This design comes from an exercise in tuning for small area, a short achievable clock period and few clock cycles per item on the open sky130 flow, not from production work. No run shown here included a check of the RTL's function; only the layout flow was run.

## flow/design.v (module list and top-level ports; edited modules follow where they fit)
// module Final: 2113 lines
// module Final_fa: 4 lines
// module Final_hai: 4 lines
module Final(
    rst_n,
    clk,
    in_valid,
    weight_valid,
    I,
    W,
    out_valid,
    OUT
);
  // ...
==> flow/run.sh <==
#!/bin/bash
# synth_recipe.tcl (not shown) runs the flow's synth.tcl, then flattens the netlist and writes it again
# the make line also repeats each setting of config.mk as NAME=value (left out here)
make -C /OpenROAD-flow-scripts/flow DESIGN_CONFIG=/design/flow/config.mk WORK_HOME=/design/flow/orfs CLKGATE_MAP_FILE= SYNTH_SCRIPT=/design/flow/synth_recipe.tcl finish
==> flow/config.mk <==
export PLATFORM = sky130hd
export DESIGN_NAME = Final
export DESIGN_NICKNAME = Final
export VERILOG_FILES = /design/flow/design.v
export SDC_FILE = /design/flow/constraint.sdc
export NUM_CORES = 4
export LEC_CHECK = 0
export CAP_MARGIN = 20
export CORE_MARGIN = 2
export CORE_UTILIZATION = 40
export SLEW_MARGIN = 20
export SYNTH_HIERARCHICAL = 1
==> flow/constraint.sdc <==
create_clock -name core_clock -period 10.0 [get_ports {clk}]
set_input_delay 2.0000 -clock core_clock [delete_from_list [all_inputs] [get_ports {clk}]]
set_output_delay 2.0000 -clock core_clock [all_outputs]
set_load 0.01 [all_outputs]
==> results.json, run 1 <==
{
  "reg2reg_to": "cs[63]",
  "synth-adder-area-share_pct": 53.1,
  "max_cap_viol_count": 0,
  "clk_pin_slew_ns": 0.06,
  "synth_top_family_by_area": "adder cells",
  "synth_compound_area_share_pct": 0.986,
  "cts_root_buf": "clkbuf_16",
  "num_vias": 12197,
  "tns_ns": 0,
  "grt_overflow": 0,
  "dp.cells": 2357,
  "grt_use_met1_pct": 34.8,
  "highest_layer": "met4",
  "pre_cts_ws_ns": 3.06,
  "final_util_pct": 49.8,
  "skew_ns": 0.0141,
  "whs_ns": 0.544,
  "grt_pass1_vias": 14232,
  "status": "no timing/DRC/antenna violations",
  "start_kind": "flip-flop",
  "reg2reg_slack_ns": 5.83,
  "crit_chain": "fa_1 -> fa_1 -> fa_1 -> fa_1 -> fa_1 -> inv_1 -> ha_1 -> nand3_1 -> o311ai_2 -> xor2_1 -> clkdlybuf4s50_1",
  "cts_hold_buf": 0,
  "hold_start": "weight[65]",
  "slowest_delay_ns": 0.58,
  "seq_cells": 208,
  "grt_use_met3_pct": 4.89
}
==> run 2: changes to the inputs <==
--- a/flow/design.v
+++ b/flow/design.v
@@ -11,21 +11,24 @@
     input rst_n;
     input clk;
     input in_valid;
     input weight_valid;
     input [127:0] I;
     input [127:0] W;
     output reg out_valid;
     output [12:0] OUT;
+  reg          wz;
   reg  [127:0] weight;
-  wire [127:0] wn = weight_valid ? W : weight;
+  wire [127:0] wn = ({128{weight_valid}} & W) | ({128{~weight_valid & ~wz}} & weight);
   always @(posedge clk or negedge rst_n)
-    if (~rst_n) weight <= 128'd0;
-    else        weight <= wn;
+    if (~rst_n)            wz <= 1'b1;
+    else if (weight_valid) wz <= 1'b0;
+  always @(posedge clk)
+    weight <= wn;
   always @(posedge clk or negedge rst_n)
     if (~rst_n) out_valid <= 1'b0;
     else        out_valid <= in_valid;
   wire [511:0] pp;
   reg [78:0] cs;
   wire s0;
   wire c1;
   wire s2;
@@ -1629,19 +1632,19 @@
   Final_fa us192 (.a(c69), .b(c71), .c(c73), .s(s192), .co(c193));
   Final_fa us194 (.a(c75), .b(c77), .c(c79), .s(s194), .co(c195));
   Final_fa us196 (.a(c81), .b(c83), .c(c85), .s(s196), .co(c197));
   Final_fa us198 (.a(s156), .b(s158), .c(s160), .s(s198), .co(c199));
   Final_fa us200 (.a(s162), .b(s164), .c(s166), .s(s200), .co(c201));
   Final_fa us202 (.a(s168), .b(s170), .c(s172), .s(s202), .co(c203));
   Final_fa us204 (.a(s174), .b(s176), .c(s178), .s(s204), .co(c205));
   Final_fa us206 (.a(s180), .b(s182), .c(s184), .s(s206), .co(c207));
-  Final_fa us208 (.a(s186), .b(s188), .c(c87), .s(s208), .co(c209));
-  Final_fa us210 (.a(c89), .b(s190), .c(c91), .s(s210), .co(c211));
-  Final_fa us212 (.a(s192), .b(s194), .c(s196), .s(s212), .co(c213));
+  Final_fa us208 (.a(s186), .b(s188), .c(s190), .s(s208), .co(c209));
+  Final_fa us210 (.a(c87), .b(c89), .c(s192), .s(s210), .co(c211));
+  Final_fa us212 (.a(c91), .b(s194), .c(s196), .s(s212), .co(c213));
   Final_fa us214 (.a(pp[102]), .b(pp[105]), .c(pp[108]), .s(s214), .co(c215));
   Final_fa us216 (.a(pp[115]), .b(pp[118]), .c(pp[121]), .s(s216), .co(c217));
   Final_fa us218 (.a(pp[124]), .b(pp[12]), .c(pp[131]), .s(s218), .co(c219));
   Final_fa us220 (.a(pp[134]), .b(pp[137]), .c(pp[140]), .s(s220), .co(c221));
   Final_fa us222 (.a(pp[147]), .b(pp[150]), .c(pp[153]), .s(s222), .co(c223));
   Final_fa us224 (.a(pp[156]), .b(pp[163]), .c(pp[166]), .s(s224), .co(c225));
   Final_fa us226 (.a(pp[169]), .b(pp[172]), .c(pp[179]), .s(s226), .co(c227));
   Final_fa us228 (.a(pp[182]), .b(pp[185]), .c(pp[188]), .s(s228), .co(c229));
@@ -1701,38 +1704,38 @@
   Final_fa us336 (.a(s260), .b(s262), .c(s264), .s(s336), .co(c337));
   Final_fa us338 (.a(s266), .b(s268), .c(s270), .s(s338), .co(c339));
   Final_fa us340 (.a(s272), .b(s274), .c(s276), .s(s340), .co(c341));
   Final_fa us342 (.a(s278), .b(s280), .c(s282), .s(s342), .co(c343));
   Final_fa us344 (.a(s284), .b(s286), .c(s288), .s(s344), .co(c345));
   Final_fa us346 (.a(s290), .b(s292), .c(s294), .s(s346), .co(c347));
   Final_fa us348 (.a(s296), .b(c157), .c(c159), .s(s348), .co(c349));
   Final_fa us350 (.a(c161), .b(c163), .c(c165), .s(s350), .co(c351));
-  Final_fa us352 (.a(c167), .b(c169), .c(c171), .s(s352), .co(c353));
-  Final_fa us354 (.a(c173), .b(c175), .c(c177), .s(s354), .co(c355));
-  Final_fa us356 (.a(c179), .b(c181), .c(c183), .s(s356), .co(c357));
-  Final_fa us358 (.a(c185), .b(c187), .c(c189), .s(s358), .co(c359));
-  Final_fa us360 (.a(s298), .b(s300), .c(s302), .s(s360), .co(c361));
+  Final_fa us352 (.a(c167), .b(c169), .c(s298), .s(s352), .co(c353));
+  Final_fa us354 (.a(c171), .b(c173), .c(c175), .s(s354), .co(c355));
+  Final_fa us356 (.a(c177), .b(c179), .c(c181), .s(s356), .co(c357));
+  Final_fa us358 (.a(c183), .b(c185), .c(c187), .s(s358), .co(c359));
+  Final_fa us360 (.a(c189), .b(s300), .c(s302), .s(s360), .co(c361));
   Final_fa us362 (.a(s304), .b(s306), .c(s308), .s(s362), .co(c363));
   Final_fa us364 (.a(s310), .b(s312), .c(s314), .s(s364), .co(c365));
   Final_fa us366 (.a(s316), .b(s318), .c(s320), .s(s366), .co(c367));
   Final_fa us368 (.a(s322), .b(s324), .c(s326), .s(s368), .co(c369));
   Final_fa us370 (.a(s328), .b(s330), .c(s332), .s(s370), .co(c371));
   Final_fa us372 (.a(s334), .b(s336), .c(s338), .s(s372), .co(c373));
   Final_fa us374 (.a(s340), .b(s342), .c(s344), .s(s374), .co(c375));
   Final_fa us376 (.a(s346), .b(c191), .c(c193), .s(s376), .co(c377));
   Final_fa us378 (.a(c195), .b(c197), .c(c199), .s(s378), .co(c379));
   Final_fa us380 (.a(c201), .b(s348), .c(s350), .s(s380), .co(c381));
-  Final_fa us382 (.a(c203), .b(c205), .c(c207), .s(s382), .co(c383));
-  Final_fa us384 (.a(s352), .b(s354), .c(s356), .s(s384), .co(c385));
+  Final_fa us382 (.a(s352), .b(c203), .c(c205), .s(s382), .co(c383));
+  Final_fa us384 (.a(c207), .b(s354), .c(s356), .s(s384), .co(c385));
   Final_fa us386 (.a(s358), .b(s360), .c(s362), .s(s386), .co(c387));
   Final_fa us388 (.a(s364), .b(s366), .c(s368), .s(s388), .co(c389));
   Final_fa us390 (.a(s370), .b(s372), .c(s374), .s(s390), .co(c391));
-  Final_fa us392 (.a(c209), .b(c211), .c(c213), .s(s392), .co(c393));
-  Final_hai us394 (.a(s376), .b(s378), .s(s394), .co(c395));
+  Final_fa us392 (.a(c209), .b(s376), .c(c211), .s(s392), .co(c393));
+  Final_fa us394 (.a(c213), .b(s378), .c(1'b1), .s(s394), .co(c395));
   Final_fa us396 (.a(pp[103]), .b(pp[106]), .c(pp[109]), .s(s396), .co(c397));
   Final_fa us398 (.a(pp[10]), .b(pp[119]), .c(pp[122]), .s(s398), .co(c399));
   Final_fa us400 (.a(pp[125]), .b(pp[135]), .c(pp[138]), .s(s400), .co(c401));
   Final_fa us402 (.a(pp[13]), .b(pp[141]), .c(pp[151]), .s(s402), .co(c403));
   Final_fa us404 (.a(pp[154]), .b(pp[157]), .c(pp[167]), .s(s404), .co(c405));
   Final_fa us406 (.a(pp[170]), .b(pp[173]), .c(pp[183]), .s(s406), .co(c407));
   Final_fa us408 (.a(pp[186]), .b(pp[189]), .c(pp[199]), .s(s408), .co(c409));
   Final_fa us410 (.a(pp[202]), .b(pp[205]), .c(pp[215]), .s(s410), .co(c411));
@@ -1796,33 +1799,33 @@
   Final_fa us526 (.a(s460), .b(s462), .c(s464), .s(s526), .co(c527));
   Final_fa us528 (.a(s466), .b(s468), .c(s470), .s(s528), .co(c529));
   Final_fa us530 (.a(s472), .b(s474), .c(s476), .s(s530), .co(c531));
   Final_fa us532 (.a(s478), .b(s480), .c(s482), .s(s532), .co(c533));
   Final_fa us534 (.a(s484), .b(s486), .c(s488), .s(s534), .co(c535));
   Final_fa us536 (.a(s490), .b(s492), .c(s494), .s(s536), .co(c537));
   Final_fa us538 (.a(s496), .b(s498), .c(s500), .s(s538), .co(c539));
   Final_fa us540 (.a(s502), .b(s504), .c(s506), .s(s540), .co(c541));
-  Final_fa us542 (.a(c349), .b(c351), .c(c353), .s(s542), .co(c543));
-  Final_fa us544 (.a(c355), .b(c357), .c(c359), .s(s544), .co(c545));
-  Final_fa us546 (.a(c361), .b(c363), .c(c365), .s(s546), .co(c547));
-  Final_fa us548 (.a(s508), .b(s510), .c(s512), .s(s548), .co(c549));
+  Final_fa us542 (.a(s508), .b(c349), .c(c351), .s(s542), .co(c543));
+  Final_fa us544 (.a(c353), .b(c355), .c(c357), .s(s544), .co(c545));
+  Final_fa us546 (.a(c359), .b(c361), .c(c363), .s(s546), .co(c547));
+  Final_fa us548 (.a(c365), .b(s510), .c(s512), .s(s548), .co(c549));
   Final_fa us550 (.a(s514), .b(c367), .c(c369), .s(s550), .co(c551));
   Final_fa us552 (.a(c371), .b(c373), .c(c375), .s(s552), .co(c553));
   Final_fa us554 (.a(s516), .b(s518), .c(s520), .s(s554), .co(c555));
   Final_fa us556 (.a(s522), .b(s524), .c(s526), .s(s556), .co(c557));
   Final_fa us558 (.a(s528), .b(s530), .c(s532), .s(s558), .co(c559));
   Final_fa us560 (.a(s534), .b(s536), .c(s538), .s(s560), .co(c561));
   Final_fa us562 (.a(s540), .b(c377), .c(c379), .s(s562), .co(c563));
-  Final_fa us564 (.a(c381), .b(c383), .c(c385), .s(s564), .co(c565));
-  Final_fa us566 (.a(c387), .b(s542), .c(s544), .s(s566), .co(c567));
+  Final_fa us564 (.a(s542), .b(c381), .c(c383), .s(s564), .co(c565));
+  Final_fa us566 (.a(c385), .b(c387), .c(s544), .s(s566), .co(c567));
   Final_fa us568 (.a(s546), .b(s548), .c(c389), .s(s568), .co(c569));
-  Final_fa us570 (.a(c391), .b(s550), .c(s552), .s(s570), .co(c571));
+  Final_fa us570 (.a(s550), .b(c391), .c(s552), .s(s570), .co(c571));
   Final_fa us572 (.a(s554), .b(s556), .c(s558), .s(s572), .co(c573));
-  Final_hai us574 (.a(s560), .b(c395), .s(s574), .co(c575));
+  Final_fa us574 (.a(s560), .b(c395), .c(1'b1), .s(s574), .co(c575));
   Final_fa us576 (.a(pp[107]), .b(pp[110]), .c(pp[11]), .s(s576), .co(c577));
   Final_fa us578 (.a(pp[123]), .b(pp[126]), .c(pp[139]), .s(s578), .co(c579));
   Final_fa us580 (.a(pp[142]), .b(pp[14]), .c(pp[155]), .s(s580), .co(c581));
   Final_fa us582 (.a(pp[158]), .b(pp[171]), .c(pp[174]), .s(s582), .co(c583));
   Final_fa us584 (.a(pp[187]), .b(pp[190]), .c(pp[203]), .s(s584), .co(c585));
   Final_fa us586 (.a(pp[206]), .b(pp[219]), .c(pp[222]), .s(s586), .co(c587));
   Final_fa us588 (.a(pp[235]), .b(pp[238]), .c(pp[251]), .s(s588), .co(c589));
   Final_fa us590 (.a(pp[254]), .b(pp[267]), .c(pp[270]), .s(s590), .co(c591));
@@ -1871,31 +1874,31 @@
   Final_fa us676 (.a(s636), .b(s638), .c(s640), .s(s676), .co(c677));
   Final_fa us678 (.a(s642), .b(s644), .c(s646), .s(s678), .co(c679));
   Final_fa us680 (.a(s648), .b(s650), .c(s652), .s(s680), .co(c681));
   Final_fa us682 (.a(c509), .b(c511), .c(c513), .s(s682), .co(c683));
   Final_fa us684 (.a(c515), .b(c517), .c(c519), .s(s684), .co(c685));
   Final_fa us686 (.a(c521), .b(c523), .c(c525), .s(s686), .co(c687));
   Final_fa us688 (.a(c527), .b(c529), .c(c531), .s(s688), .co(c689));
   Final_fa us690 (.a(c533), .b(s654), .c(s656), .s(s690), .co(c691));
-  Final_fa us692 (.a(s658), .b(s660), .c(c535), .s(s692), .co(c693));
-  Final_fa us694 (.a(c537), .b(c539), .c(c541), .s(s694), .co(c695));
-  Final_fa us696 (.a(s662), .b(s664), .c(s666), .s(s696), .co(c697));
+  Final_fa us692 (.a(s658), .b(s660), .c(s662), .s(s692), .co(c693));
+  Final_fa us694 (.a(c535), .b(c537), .c(c539), .s(s694), .co(c695));
+  Final_fa us696 (.a(c541), .b(s664), .c(s666), .s(s696), .co(c697));
   Final_fa us698 (.a(s668), .b(s670), .c(s672), .s(s698), .co(c699));
   Final_fa us700 (.a(s674), .b(s676), .c(s678), .s(s700), .co(c701));
   Final_fa us702 (.a(s680), .b(c543), .c(c545), .s(s702), .co(c703));
-  Final_fa us704 (.a(c547), .b(c549), .c(s682), .s(s704), .co(c705));
+  Final_fa us704 (.a(c547), .b(s682), .c(c549), .s(s704), .co(c705));
   Final_fa us706 (.a(c551), .b(c553), .c(c555), .s(s706), .co(c707));
   Final_fa us708 (.a(c557), .b(c559), .c(s684), .s(s708), .co(c709));
   Final_fa us710 (.a(s686), .b(s688), .c(s690), .s(s710), .co(c711));
-  Final_fa us712 (.a(c561), .b(s692), .c(s694), .s(s712), .co(c713));
+  Final_fa us712 (.a(s692), .b(c561), .c(s694), .s(s712), .co(c713));
   Final_fa us714 (.a(s696), .b(s698), .c(s700), .s(s714), .co(c715));
-  Final_fa us716 (.a(c563), .b(c565), .c(c567), .s(s716), .co(c717));
-  Final_fa us718 (.a(s702), .b(s704), .c(c569), .s(s718), .co(c719));
-  Final_fa us720 (.a(c571), .b(c573), .c(c575), .s(s720), .co(c721));
+  Final_fa us716 (.a(c563), .b(s702), .c(c565), .s(s716), .co(c717));
+  Final_fa us718 (.a(c567), .b(s704), .c(c575), .s(s718), .co(c719));
+  Final_fa us720 (.a(c569), .b(c571), .c(c573), .s(s720), .co(c721));
   Final_fa us722 (.a(pp[111]), .b(pp[127]), .c(pp[143]), .s(s722), .co(c723));
   Final_fa us724 (.a(pp[159]), .b(pp[15]), .c(pp[175]), .s(s724), .co(c725));
   Final_fa us726 (.a(pp[191]), .b(pp[207]), .c(pp[223]), .s(s726), .co(c727));
   Final_fa us728 (.a(pp[239]), .b(pp[255]), .c(pp[271]), .s(s728), .co(c729));
   Final_fa us730 (.a(pp[287]), .b(pp[303]), .c(pp[319]), .s(s730), .co(c731));
   Final_fa us732 (.a(pp[31]), .b(pp[335]), .c(pp[351]), .s(s732), .co(c733));
   Final_fa us734 (.a(pp[367]), .b(pp[383]), .c(pp[399]), .s(s734), .co(c735));
   Final_fa us736 (.a(pp[415]), .b(pp[431]), .c(pp[447]), .s(s736), .co(c737));
@@ -1910,125 +1913,125 @@
   Final_fa us754 (.a(c609), .b(c611), .c(c613), .s(s754), .co(c755));
   Final_fa us756 (.a(c615), .b(c617), .c(s722), .s(s756), .co(c757));
   Final_fa us758 (.a(s724), .b(s726), .c(s728), .s(s758), .co(c759));
   Final_fa us760 (.a(s730), .b(s732), .c(s734), .s(s760), .co(c761));
   Final_fa us762 (.a(s736), .b(s738), .c(s740), .s(s762), .co(c763));
   Final_fa us764 (.a(c619), .b(c621), .c(c623), .s(s764), .co(c765));
   Final_fa us766 (.a(c625), .b(c627), .c(c629), .s(s766), .co(c767));
   Final_fa us768 (.a(c631), .b(c633), .c(c635), .s(s768), .co(c769));
-  Final_fa us770 (.a(c637), .b(c639), .c(c641), .s(s770), .co(c771));
-  Final_fa us772 (.a(c643), .b(c645), .c(c647), .s(s772), .co(c773));
-  Final_fa us774 (.a(c649), .b(c651), .c(c653), .s(s774), .co(c775));
-  Final_fa us776 (.a(s742), .b(s744), .c(s746), .s(s776), .co(c777));
+  Final_fa us770 (.a(c637), .b(c639), .c(s742), .s(s770), .co(c771));
+  Final_fa us772 (.a(c641), .b(c643), .c(c645), .s(s772), .co(c773));
+  Final_fa us774 (.a(c647), .b(c649), .c(c651), .s(s774), .co(c775));
+  Final_fa us776 (.a(c653), .b(s744), .c(s746), .s(s776), .co(c777));
   Final_fa us778 (.a(s748), .b(s750), .c(s752), .s(s778), .co(c779));
   Final_fa us780 (.a(s754), .b(s756), .c(s758), .s(s780), .co(c781));
   Final_fa us782 (.a(s760), .b(s762), .c(c655), .s(s782), .co(c783));
   Final_fa us784 (.a(c657), .b(c659), .c(c661), .s(s784), .co(c785));
   Final_fa us786 (.a(c663), .b(c665), .c(c667), .s(s786), .co(c787));
   Final_fa us788 (.a(c669), .b(c671), .c(c673), .s(s788), .co(c789));
   Final_fa us790 (.a(c675), .b(s764), .c(s766), .s(s790), .co(c791));
-  Final_fa us792 (.a(s768), .b(c677), .c(c679), .s(s792), .co(c793));
-  Final_fa us794 (.a(c681), .b(s770), .c(s772), .s(s794), .co(c795));
+  Final_fa us792 (.a(s768), .b(s770), .c(c677), .s(s792), .co(c793));
+  Final_fa us794 (.a(c679), .b(c681), .c(s772), .s(s794), .co(c795));
   Final_fa us796 (.a(s774), .b(s776), .c(s778), .s(s796), .co(c797));
-  Final_fa us798 (.a(s780), .b(c683), .c(c685), .s(s798), .co(c799));
-  Final_fa us800 (.a(c687), .b(c689), .c(c691), .s(s800), .co(c801));
-  Final_fa us802 (.a(s782), .b(s784), .c(c693), .s(s802), .co(c803));
+  Final_fa us798 (.a(s780), .b(c683), .c(s782), .s(s798), .co(c799));
+  Final_fa us800 (.a(c685), .b(c687), .c(c689), .s(s800), .co(c801));
+  Final_fa us802 (.a(s784), .b(c691), .c(c693), .s(s802), .co(c803));
   Final_fa us804 (.a(c695), .b(c697), .c(c699), .s(s804), .co(c805));
   Final_fa us806 (.a(s786), .b(s788), .c(s790), .s(s806), .co(c807));
-  Final_fa us808 (.a(c701), .b(s792), .c(s794), .s(s808), .co(c809));
+  Final_fa us808 (.a(s792), .b(c701), .c(s794), .s(s808), .co(c809));
   Final_fa us810 (.a(s796), .b(c703), .c(c705), .s(s810), .co(c811));
-  Final_fa us812 (.a(c707), .b(c709), .c(c711), .s(s812), .co(c813));
-  Final_fa us814 (.a(s798), .b(s800), .c(c713), .s(s814), .co(c815));
-  Final_fa us816 (.a(s802), .b(s804), .c(s806), .s(s816), .co(c817));
-  Final_hai us818 (.a(s808), .b(c715), .s(s818), .co(c819));
+  Final_fa us812 (.a(s798), .b(c707), .c(c709), .s(s812), .co(c813));
+  Final_fa us814 (.a(c711), .b(s800), .c(s802), .s(s814), .co(c815));
+  Final_fa us816 (.a(c713), .b(c715), .c(s804), .s(s816), .co(c817));
+  Final_fa us818 (.a(s806), .b(s808), .c(1'b1), .s(s818), .co(c819));
   Final_fa us820 (.a(c723), .b(c725), .c(c727), .s(s820), .co(c821));
   Final_fa us822 (.a(c729), .b(c731), .c(c733), .s(s822), .co(c823));
   Final_fa us824 (.a(c735), .b(c737), .c(c739), .s(s824), .co(c825));
   Final_fa us826 (.a(c741), .b(c743), .c(c745), .s(s826), .co(c827));
   Final_fa us828 (.a(c747), .b(c749), .c(c751), .s(s828), .co(c829));
   Final_fa us830 (.a(c753), .b(c755), .c(c757), .s(s830), .co(c831));
   Final_fa us832 (.a(c759), .b(c761), .c(c763), .s(s832), .co(c833));
   Final_fa us834 (.a(s820), .b(s822), .c(s824), .s(s834), .co(c835));
   Final_fa us836 (.a(c765), .b(c767), .c(c769), .s(s836), .co(c837));
-  Final_fa us838 (.a(c771), .b(c773), .c(c775), .s(s838), .co(c839));
-  Final_fa us840 (.a(c777), .b(c779), .c(s826), .s(s840), .co(c841));
-  Final_fa us842 (.a(s828), .b(c781), .c(s830), .s(s842), .co(c843));
+  Final_fa us838 (.a(c771), .b(s826), .c(c773), .s(s838), .co(c839));
+  Final_fa us840 (.a(c775), .b(c777), .c(c779), .s(s840), .co(c841));
+  Final_fa us842 (.a(s828), .b(s830), .c(c781), .s(s842), .co(c843));
   Final_fa us844 (.a(s832), .b(s834), .c(c783), .s(s844), .co(c845));
   Final_fa us846 (.a(c785), .b(c787), .c(c789), .s(s846), .co(c847));
-  Final_fa us848 (.a(c791), .b(s836), .c(c793), .s(s848), .co(c849));
-  Final_fa us850 (.a(c795), .b(c797), .c(s838), .s(s850), .co(c851));
-  Final_fa us852 (.a(s840), .b(s842), .c(c799), .s(s852), .co(c853));
-  Final_fa us854 (.a(c801), .b(s844), .c(c803), .s(s854), .co(c855));
+  Final_fa us848 (.a(s836), .b(c791), .c(c793), .s(s848), .co(c849));
+  Final_fa us850 (.a(s838), .b(c795), .c(c797), .s(s850), .co(c851));
+  Final_fa us852 (.a(s840), .b(s842), .c(s844), .s(s852), .co(c853));
+  Final_fa us854 (.a(c799), .b(c801), .c(c803), .s(s854), .co(c855));
   Final_fa us856 (.a(c805), .b(c807), .c(s846), .s(s856), .co(c857));
-  Final_fa us858 (.a(c809), .b(s848), .c(s850), .s(s858), .co(c859));
-  Final_hai us860 (.a(c811), .b(c819), .s(s860), .co(c861));
+  Final_fa us858 (.a(s848), .b(c809), .c(s850), .s(s858), .co(c859));
+  Final_fa us860 (.a(s852), .b(c811), .c(1'b1), .s(s860), .co(c861));
   Final_fa us862 (.a(c821), .b(c823), .c(c825), .s(s862), .co(c863));
   Final_fa us864 (.a(c827), .b(c829), .c(c831), .s(s864), .co(c865));
   Final_fa us866 (.a(c833), .b(c835), .c(s862), .s(s866), .co(c867));
   Final_fa us868 (.a(c837), .b(c839), .c(c841), .s(s868), .co(c869));
-  Final_fa us870 (.a(c843), .b(s864), .c(s866), .s(s870), .co(c871));
+  Final_fa us870 (.a(s864), .b(c843), .c(s866), .s(s870), .co(c871));
   Final_fa us872 (.a(c845), .b(c847), .c(c849), .s(s872), .co(c873));
-  Final_hai us874 (.a(c851), .b(s868), .s(s874), .co(c875));
+  Final_fa us874 (.a(s868), .b(c851), .c(1'b1), .s(s874), .co(c875));
   Final_fa us876 (.a(cs[0]), .b(cs[1]), .c(cs[2]), .s(s876), .co(c877));
   Final_fa us878 (.a(cs[3]), .b(cs[4]), .c(cs[5]), .s(s878), .co(c879));
   Final_fa us880 (.a(cs[6]), .b(cs[7]), .c(s876), .s(s880), .co(c881));
   Final_fa us882 (.a(cs[10]), .b(cs[11]), .c(cs[12]), .s(s882), .co(c883));
   Final_fa us884 (.a(cs[13]), .b(cs[14]), .c(cs[15]), .s(s884), .co(c885));
   Final_fa us886 (.a(cs[8]), .b(cs[9]), .c(c877), .s(s886), .co(c887));
   Final_fa us888 (.a(c879), .b(s882), .c(s884), .s(s888), .co(c889));
-  Final_hai us890 (.a(c881), .b(s886), .s(s890), .co(c891));
+  Final_fa us890 (.a(s886), .b(c881), .c(1'b1), .s(s890), .co(c891));
   Final_fa us892 (.a(cs[16]), .b(cs[17]), .c(cs[18]), .s(s892), .co(c893));
   Final_fa us894 (.a(cs[19]), .b(cs[20]), .c(cs[21]), .s(s894), .co(c895));
   Final_fa us896 (.a(cs[22]), .b(cs[23]), .c(c883), .s(s896), .co(c897));
   Final_fa us898 (.a(c885), .b(s892), .c(s894), .s(s898), .co(c899));
-  Final_fa us900 (.a(c887), .b(c889), .c(s896), .s(s900), .co(c901));
-  Final_hai us902 (.a(s898), .b(c891), .s(s902), .co(c903));
+  Final_fa us900 (.a(c887), .b(s896), .c(c889), .s(s900), .co(c901));
+  Final_fa us902 (.a(s898), .b(c891), .c(1'b1), .s(s902), .co(c903));
   Final_fa us904 (.a(cs[24]), .b(cs[25]), .c(cs[26]), .s(s904), .co(c905));
   Final_fa us906 (.a(cs[27]), .b(cs[28]), .c(cs[29]), .s(s906), .co(c907));
   Final_fa us908 (.a(cs[30]), .b(cs[31]), .c(c893), .s(s908), .co(c909));
   Final_fa us910 (.a(c895), .b(s904), .c(s906), .s(s910), .co(c911));
-  Final_fa us912 (.a(c897), .b(c899), .c(s908), .s(s912), .co(c913));
+  Final_fa us912 (.a(c897), .b(s908), .c(c899), .s(s912), .co(c913));
   Final_fa us914 (.a(s910), .b(c901), .c(c903), .s(s914), .co(c915));
   Final_fa us916 (.a(cs[32]), .b(cs[33]), .c(cs[34]), .s(s916), .co(c917));
   Final_fa us918 (.a(cs[35]), .b(cs[36]), .c(cs[37]), .s(s918), .co(c919));
   Final_fa us920 (.a(cs[38]), .b(cs[39]), .c(c905), .s(s920), .co(c921));
   Final_fa us922 (.a(c907), .b(s916), .c(s918), .s(s922), .co(c923));
-  Final_fa us924 (.a(c909), .b(c911), .c(s920), .s(s924), .co(c925));
+  Final_fa us924 (.a(c909), .b(s920), .c(c911), .s(s924), .co(c925));
   Final_fa us926 (.a(s922), .b(c913), .c(s924), .s(s926), .co(c927));
   Final_fa us928 (.a(cs[40]), .b(cs[41]), .c(cs[42]), .s(s928), .co(c929));
   Final_fa us930 (.a(cs[43]), .b(cs[44]), .c(cs[45]), .s(s930), .co(c931));
   Final_fa us932 (.a(cs[46]), .b(cs[47]), .c(c917), .s(s932), .co(c933));
   Final_fa us934 (.a(c919), .b(s928), .c(s930), .s(s934), .co(c935));
-  Final_fa us936 (.a(c921), .b(c923), .c(s932), .s(s936), .co(c937));
+  Final_fa us936 (.a(c921), .b(s932), .c(c923), .s(s936), .co(c937));
   Final_fa us938 (.a(s934), .b(c925), .c(s936), .s(s938), .co(c939));
   Final_fa us940 (.a(cs[48]), .b(cs[49]), .c(cs[50]), .s(s940), .co(c941));
   Final_fa us942 (.a(cs[51]), .b(cs[52]), .c(cs[53]), .s(s942), .co(c943));
   Final_fa us944 (.a(cs[54]), .b(cs[55]), .c(c929), .s(s944), .co(c945));
   Final_fa us946 (.a(c931), .b(s940), .c(s942), .s(s946), .co(c947));
-  Final_fa us948 (.a(c933), .b(c935), .c(s944), .s(s948), .co(c949));
+  Final_fa us948 (.a(c933), .b(s944), .c(c935), .s(s948), .co(c949));
   Final_fa us950 (.a(s946), .b(c937), .c(s948), .s(s950), .co(c951));
   Final_fa us952 (.a(cs[56]), .b(cs[57]), .c(cs[58]), .s(s952), .co(c953));
   Final_fa us954 (.a(cs[59]), .b(cs[60]), .c(cs[61]), .s(s954), .co(c955));
   Final_fa us956 (.a(cs[62]), .b(cs[63]), .c(c941), .s(s956), .co(c957));
   Final_fa us958 (.a(c943), .b(s952), .c(s954), .s(s958), .co(c959));
-  Final_fa us960 (.a(c945), .b(c947), .c(s956), .s(s960), .co(c961));
+  Final_fa us960 (.a(c945), .b(s956), .c(c947), .s(s960), .co(c961));
   Final_fa us962 (.a(s958), .b(c949), .c(s960), .s(s962), .co(c963));
   Final_fa us964 (.a(cs[64]), .b(cs[65]), .c(cs[66]), .s(s964), .co(c965));
   Final_fa us966 (.a(cs[67]), .b(cs[68]), .c(cs[69]), .s(s966), .co(c967));
   Final_fa us968 (.a(cs[70]), .b(cs[71]), .c(c953), .s(s968), .co(c969));
   Final_fa us970 (.a(c955), .b(s964), .c(s966), .s(s970), .co(c971));
-  Final_fa us972 (.a(c957), .b(c959), .c(s968), .s(s972), .co(c973));
+  Final_fa us972 (.a(c957), .b(s968), .c(c959), .s(s972), .co(c973));
   Final_fa us974 (.a(s970), .b(c961), .c(s972), .s(s974), .co(c975));
   Final_fa us976 (.a(cs[72]), .b(cs[73]), .c(cs[74]), .s(s976), .co(c977));
   Final_fa us978 (.a(cs[75]), .b(cs[76]), .c(cs[77]), .s(s978), .co(c979));
   Final_fa us980 (.a(cs[78]), .b(c965), .c(c967), .s(s980), .co(c981));
   Final_fa us982 (.a(s976), .b(s978), .c(c969), .s(s982), .co(c983));
-  Final_fa us984 (.a(c971), .b(s980), .c(c973), .s(s984), .co(c985));
-  Final_hai us986 (.a(s982), .b(c975), .s(s986), .co(c987));
+  Final_fa us984 (.a(c971), .b(s980), .c(s982), .s(s984), .co(c985));
+  Final_fa us986 (.a(c973), .b(s984), .c(1'b1), .s(s986), .co(c987));
   Final_fa us988 (.a(c977), .b(c979), .c(c981), .s(s988), .co(c989));
   Final_fa us990 (.a(c983), .b(s988), .c(c985), .s(s990), .co(c991));
   always @(posedge clk) begin
     cs[0] <= s16;
     cs[1] <= s18;
     cs[2] <= s2;
     cs[3] <= s4;
     cs[4] <= s6;
@@ -2057,65 +2060,61 @@
     cs[27] <= s386;
     cs[28] <= s388;
     cs[29] <= s390;
     cs[30] <= s394;
     cs[31] <= s392;
     cs[32] <= c393;
     cs[33] <= s562;
     cs[34] <= s564;
-    cs[35] <= s566;
-    cs[36] <= s574;
+    cs[35] <= s574;
+    cs[36] <= s566;
     cs[37] <= s568;
     cs[38] <= s570;
     cs[39] <= s572;
     cs[40] <= s706;
     cs[41] <= s708;
     cs[42] <= s710;
     cs[43] <= s712;
     cs[44] <= s714;
     cs[45] <= s716;
     cs[46] <= s718;
     cs[47] <= s720;
     cs[48] <= c717;
     cs[49] <= s810;
-    cs[50] <= s818;
-    cs[51] <= c719;
+    cs[50] <= c719;
+    cs[51] <= s818;
     cs[52] <= c721;
     cs[53] <= s812;
     cs[54] <= s814;
     cs[55] <= s816;
-    cs[56] <= s852;
+    cs[56] <= c819;
     cs[57] <= c813;
     cs[58] <= c815;
-    cs[59] <= c817;
-    cs[60] <= s854;
+    cs[59] <= s854;
+    cs[60] <= c817;
     cs[61] <= s856;
-    cs[62] <= s858;
-    cs[63] <= s860;
+    cs[62] <= s860;
+    cs[63] <= s858;
     cs[64] <= s870;
-    cs[65] <= s874;
-    cs[66] <= c853;
+    cs[65] <= c853;
+    cs[66] <= s874;
     cs[67] <= c855;
     cs[68] <= c857;
-    cs[69] <= c859;
-    cs[70] <= s872;
+    cs[69] <= s872;
+    cs[70] <= c859;
     cs[71] <= c861;
     cs[72] <= c863;
     cs[73] <= c865;
     cs[74] <= c867;
     cs[75] <= c869;
     cs[76] <= c871;
     cs[77] <= c875;
     cs[78] <= c873;
   end
-  wire [12:0] ra = {1'b0, ~c989, ~c987, ~s984, ~c963, ~c951, ~c939, ~c927, ~c915, ~s912, ~s900, ~s888, ~s878};
+  wire [12:0] ra = {1'b0, ~c989, ~c987, ~c975, ~c963, ~c951, ~c939, ~c927, ~c915, ~s912, ~s900, ~s888, ~s878};
   wire [12:0] rb = {1'b0, ~c991, ~s990, ~s986, ~s974, ~s962, ~s950, ~s938, ~s926, ~s914, ~s902, ~s890, ~s880};
   assign OUT = ra + rb;
 endmodule
 module Final_fa(input a, input b, input c, output s, output co);
   assign s = a ^ b ^ c;
   assign co = (a & b) | (a & c) | (b & c);
 endmodule
-module Final_hai(input a, input b, output s, output co);
-  assign s = ~(a ^ b);
-  assign co = a | b;
-endmodule
==> flow/flow/run.sh (new file) <==
#!/bin/bash
# Own layout flow: the standard flow (standard.sh, unchanged synthesis and
# steps) with the port buffers made from the small sky130_fd_sc_hd__buf_1
# instead of the default delay buffer. Each tool's output goes to a log here.
set -euo pipefail
export BUFFER_PORTS_ARGS="-buffer_cell sky130_fd_sc_hd__buf_1"
bash standard.sh > standard_flow.log 2>&1
==> flow/standard.sh (new file) <==
#!/bin/bash
# synth_recipe.tcl (not shown) runs the flow's synth.tcl, then flattens the netlist and writes it again
# the make line also repeats each setting of config.mk as NAME=value (left out here)
make -C /OpenROAD-flow-scripts/flow DESIGN_CONFIG=/design/flow/config.mk WORK_HOME=/design/flow/orfs CLKGATE_MAP_FILE= SYNTH_SCRIPT=/design/flow/synth_recipe.tcl "${@:-finish}"
==> flow/config.mk (replaced) <==
export PLATFORM = sky130hd
export DESIGN_NAME = Final
export DESIGN_NICKNAME = Final
export VERILOG_FILES = /design/flow/design.v
export SDC_FILE = /design/flow/constraint.sdc
export NUM_CORES = 4
export LEC_CHECK = 0
export CAP_MARGIN = 20
export CORE_MARGIN = 2
export CORE_UTILIZATION = 40
export SETUP_SLACK_MARGIN = 3.5
export SLEW_MARGIN = 20
export SYNTH_HIERARCHICAL = 1
removed: flow/run.sh
==> run 2 against run 1 <==
Critical path depth up 1; still clean; clock-buffer cell count grew 7; utilization down 3.2 points; sequential share of layout area fell by 0.43 points; worst hold slack worse by 0.036 ns.
==> results.json, run 2 <==
{
  "max-slew-margin-rel_pct": 55.7,
  "ys_seq_elements": 209,
  "layout_commonest_cell": "nand2_1",
  "synth_common_cells": "nand2_1 (516), fa_1 (497), dfxtp_1 (207), a22o_1 (128)",
  "tns_ns": 0,
  "hold_depth": 1,
  "fin_crit_ns": 6.44,
  "hold_start": "wz",
  "drc": 0,
  "grt_overflow": 0,
  "cts_buffers": 26,
  "start_kind": "flip-flop",
  "fin_crit_sh_pct": 64.4,
  "cts_hold_buf": 0,
  "synthXorXnorAreaFrac_pct": 0.341,
  "yosysTopAreaCell": "fa_1",
  "cts_root_buf": "clkbuf_16",
  "top_register": "weight",
  "reg2regPathDepth": 11,
  "crit_fanout": 6,
  "async_reset_ff_share_pct": 0.957,
  "clk_latency_ns": 0.55,
  "grt_max_degree": 129,
  "grt_pass1_wl_um": 91000,
  "gr-usage-all-layers_pct": 26.9,
  "drtIter0Drc": 1017,
  "finalSetupViolations": 0,
  "synth_top_area_share_pct": 55.3,
  "cp.required_ns": 8.00,
  "drive_gt1_share_pct": 3.99,
  "largest_reg_flops": 128,
  "hold_class": "flip-flop to flip-flop",
  "hold_viol_final": 0,
  "routed_wl_um": 61900,
  "std_cell_rows": 77,
  "cts_sinks": 209,
  "synth.area.top_cells": "fa_1 (55%), dfxtp_1 (23%), nand2_1 (11%), a22o_1 (6.2%), ha_1 (0.83%)",
  "area_delta_synth_final_pct": 15.0,
  "viasPerCell": 5.25,
  "grt_setup_unrepaired": "true",
  "synth_cells": 1475,
  "cp.arrival_ns": 4.44,
  "dp.cells": 2322,
  "die_x_um": 216,
  "finalNetCount": 2530,
  "crit_type": "flip-flop to primary output",
  "dp_hpwl_um": 53700,
  "synth_most_common_cell": "nand2_1",
  "crit_path_end_kind": "primary output",
  "fmax_ghz": 0.155,
  "pre_cts_ws_ns": 3.07,
  "place_congestion": 0.952,
  "seq_area_frac_synth_pct": 23.3,
  "skew_ns": 0.0108,
  "cts_htree_levels": 1,
  "tightestPinTransition_ns": 0.664,
  "diodes": 0,
  "portBuffers": 273,
  "synth.cell_area_mm2": 0.0180,
  "drv_slew": 0,
  "start_util_pct": 40.6,
  "synthMuxAreaShare_pct": 0,
  "r2r-start": "wz",
  "clk_pin_slew_ns": 0.06,
  "final_cell_mix": "nand2_1 (516), fa_1 (491), buf_1 (271), dfxtp_1 (206), a22o_1 (128)",
  "routedWlPerCell_um": 26.1,
  "synth-adder-area-share_pct": 56.2,
  "first_pass_iters": 5,
  "avgSynthCellArea_um2": 12.2,
  "grt_pass1_vias": 13983,
  "max_cap_viol_count": 0,
  "finalWorstSetupSlack_ns": 3.56,
  "dieArea_mm2": 0.0467,
  "dieHeight_um": 216,
  "fp.coreArea_mm2": 0.0443,
  "num_vias": 12446,
  "synth_warnings": 7,
  "io_pins": 274,
  "synth_compound_area_share_pct": 7.27,
  "synth_edf_count": 0,
  "reg_top3": "weight (128), cs (79)",
  "synth-main-ff-cell": "dfxtp_1",
  "clk_path_buf_depth": 3,
  "cts_tree": "built",
  "grt_antenna_before_repair": 1,
  "whs_endpoint": "wz",
  "reg2reg_to": "cs[46]",
  "synth_top_family_by_area": "adder cells",
  "fin_cells": 2371,
  "reg2reg_slack_ns": 4.96,
  "antenna_left": 0,
  "status": "no timing/DRC/antenna violations",
  "synthSimpleGateAreaFrac_pct": 11.6,
  "synth.distinct_cells": 37
}
run 2: cells by family after synthesis:
| group | after synthesis |
|---|---|
| other cells | 1 |
| xor+xnor | 7 |
| compound gates | 155 |
| flops | 209 |
| fa+ha+maj | 509 |
| buf+inv | 54 |
| simple gates | 540 |
run 2: worst max-delay path, stage by stage, from the launching register on:
cell	delay (ns)
dfxtp_1	0.31
fa_1	0.44
fa_1	0.40
fa_1	0.53
fa_2	0.51
fa_1	0.52
inv_1	0.06
ha_4	0.30
nor2_1	0.06
a211o_1	0.30
o311ai_4	0.09
xor2_1	0.20
buf_2	0.16
run 2: repair_timing:
item,in CTS,in global routing
setup endpoints to repair,7,2
setup buffers,0,2
pin swaps,5,11
cloned,0,1
resized for setup,9,11
run 2: cell type report:
type / instances / area, um2
Tap cell: 592 / 741
Clock buffer: 42 / 832
Inverter: 26 / 97.6
Timing Repair Buffer: 279 / 1100
Sequential cell: 209 / 4200
Fill cell: 4174 / 23600
Multi-Input combinational cell: 1219 / 13700
Clock inverter: 4 / 52.6
run 2: how the worst max path moves through the flow:
stage            startpoint  endpoint  slack (ns)  cells after the start
6_report             cs[56]   OUT[11]        3.56                     12
5_1_grt               cs[0]   OUT[11]        3.44                     13
4_1_cts              cs[56]   OUT[11]        3.52                     12
3_5_place_dp   weight_valid    cs[62]        3.07                     12
3_3_place_gp   weight_valid    cs[46]        3.14                     12
2_1_floorplan  weight_valid    cs[46]        3.98                     12
run 2: per-stage QoR:
step | util, % | instance area, um2 | hold slack, ns
final | 46.7 | 20700 | 0.508
after global routing | 46.7 | 20700 | 0.516
after CTS | 46.5 | 20600 | 0.515
after detailed placement | 44.4 | 19700 | 0.507
after global placement | 44.4 | 19700 | 0.507
after floorplan | - | 18000 | 0.466
run 2: Yosys stat by module, one instance, submodules excluded:
module / cells inside / times used / area, um2 / flops+latches
Final: 979 / 1 / 8060 / 209
Final_fa: 1 / 496 / 20.0 / 0
run 2: layer usage:
layer  vias up  part of all wire (%)  track usage (%)
met5         -                     0                0
met1      6542                    41             36.8
met2       545                    49             45.3
met4         0                   2.8             7.15
li1       5277                     -                -
met3        82                   7.1             3.57

## separate check: timing with driven ports
The flow's constraints put no driver on any port. The routed layouts listed below were extracted and timed again, unchanged, in two steps.
Step 1: set_driving_cell puts a clkbuf_16 on clk and a buf_2 on each other input, an assumption about the parent block.
Step 2, shift: input delay + t, output delay - t, t = (earliest + latest rising clock arrival at the registers) / 2. This alone moves slack from input paths to output paths.
a / b / c = ideal / step 1 / step 2; a / b = the first two.
run | t, ns | slack for setup (ns) | latest minus earliest clock arrival (ns) | worst slew at a driven data input, ns
run 1 | 0.613 | 3.118 / 3.062 / 3.078 | 0.015 / 0.015 | 0.16
run 2 | 0.601 | 3.565 / 3.512 / 3.038 | 0.012 / 0.012 | 0.07
After both steps every run listed still meets setup and hold. The setup slack of run 2, which loses most, moves by -0.053 ns with the drivers and by -0.527 ns with both steps.
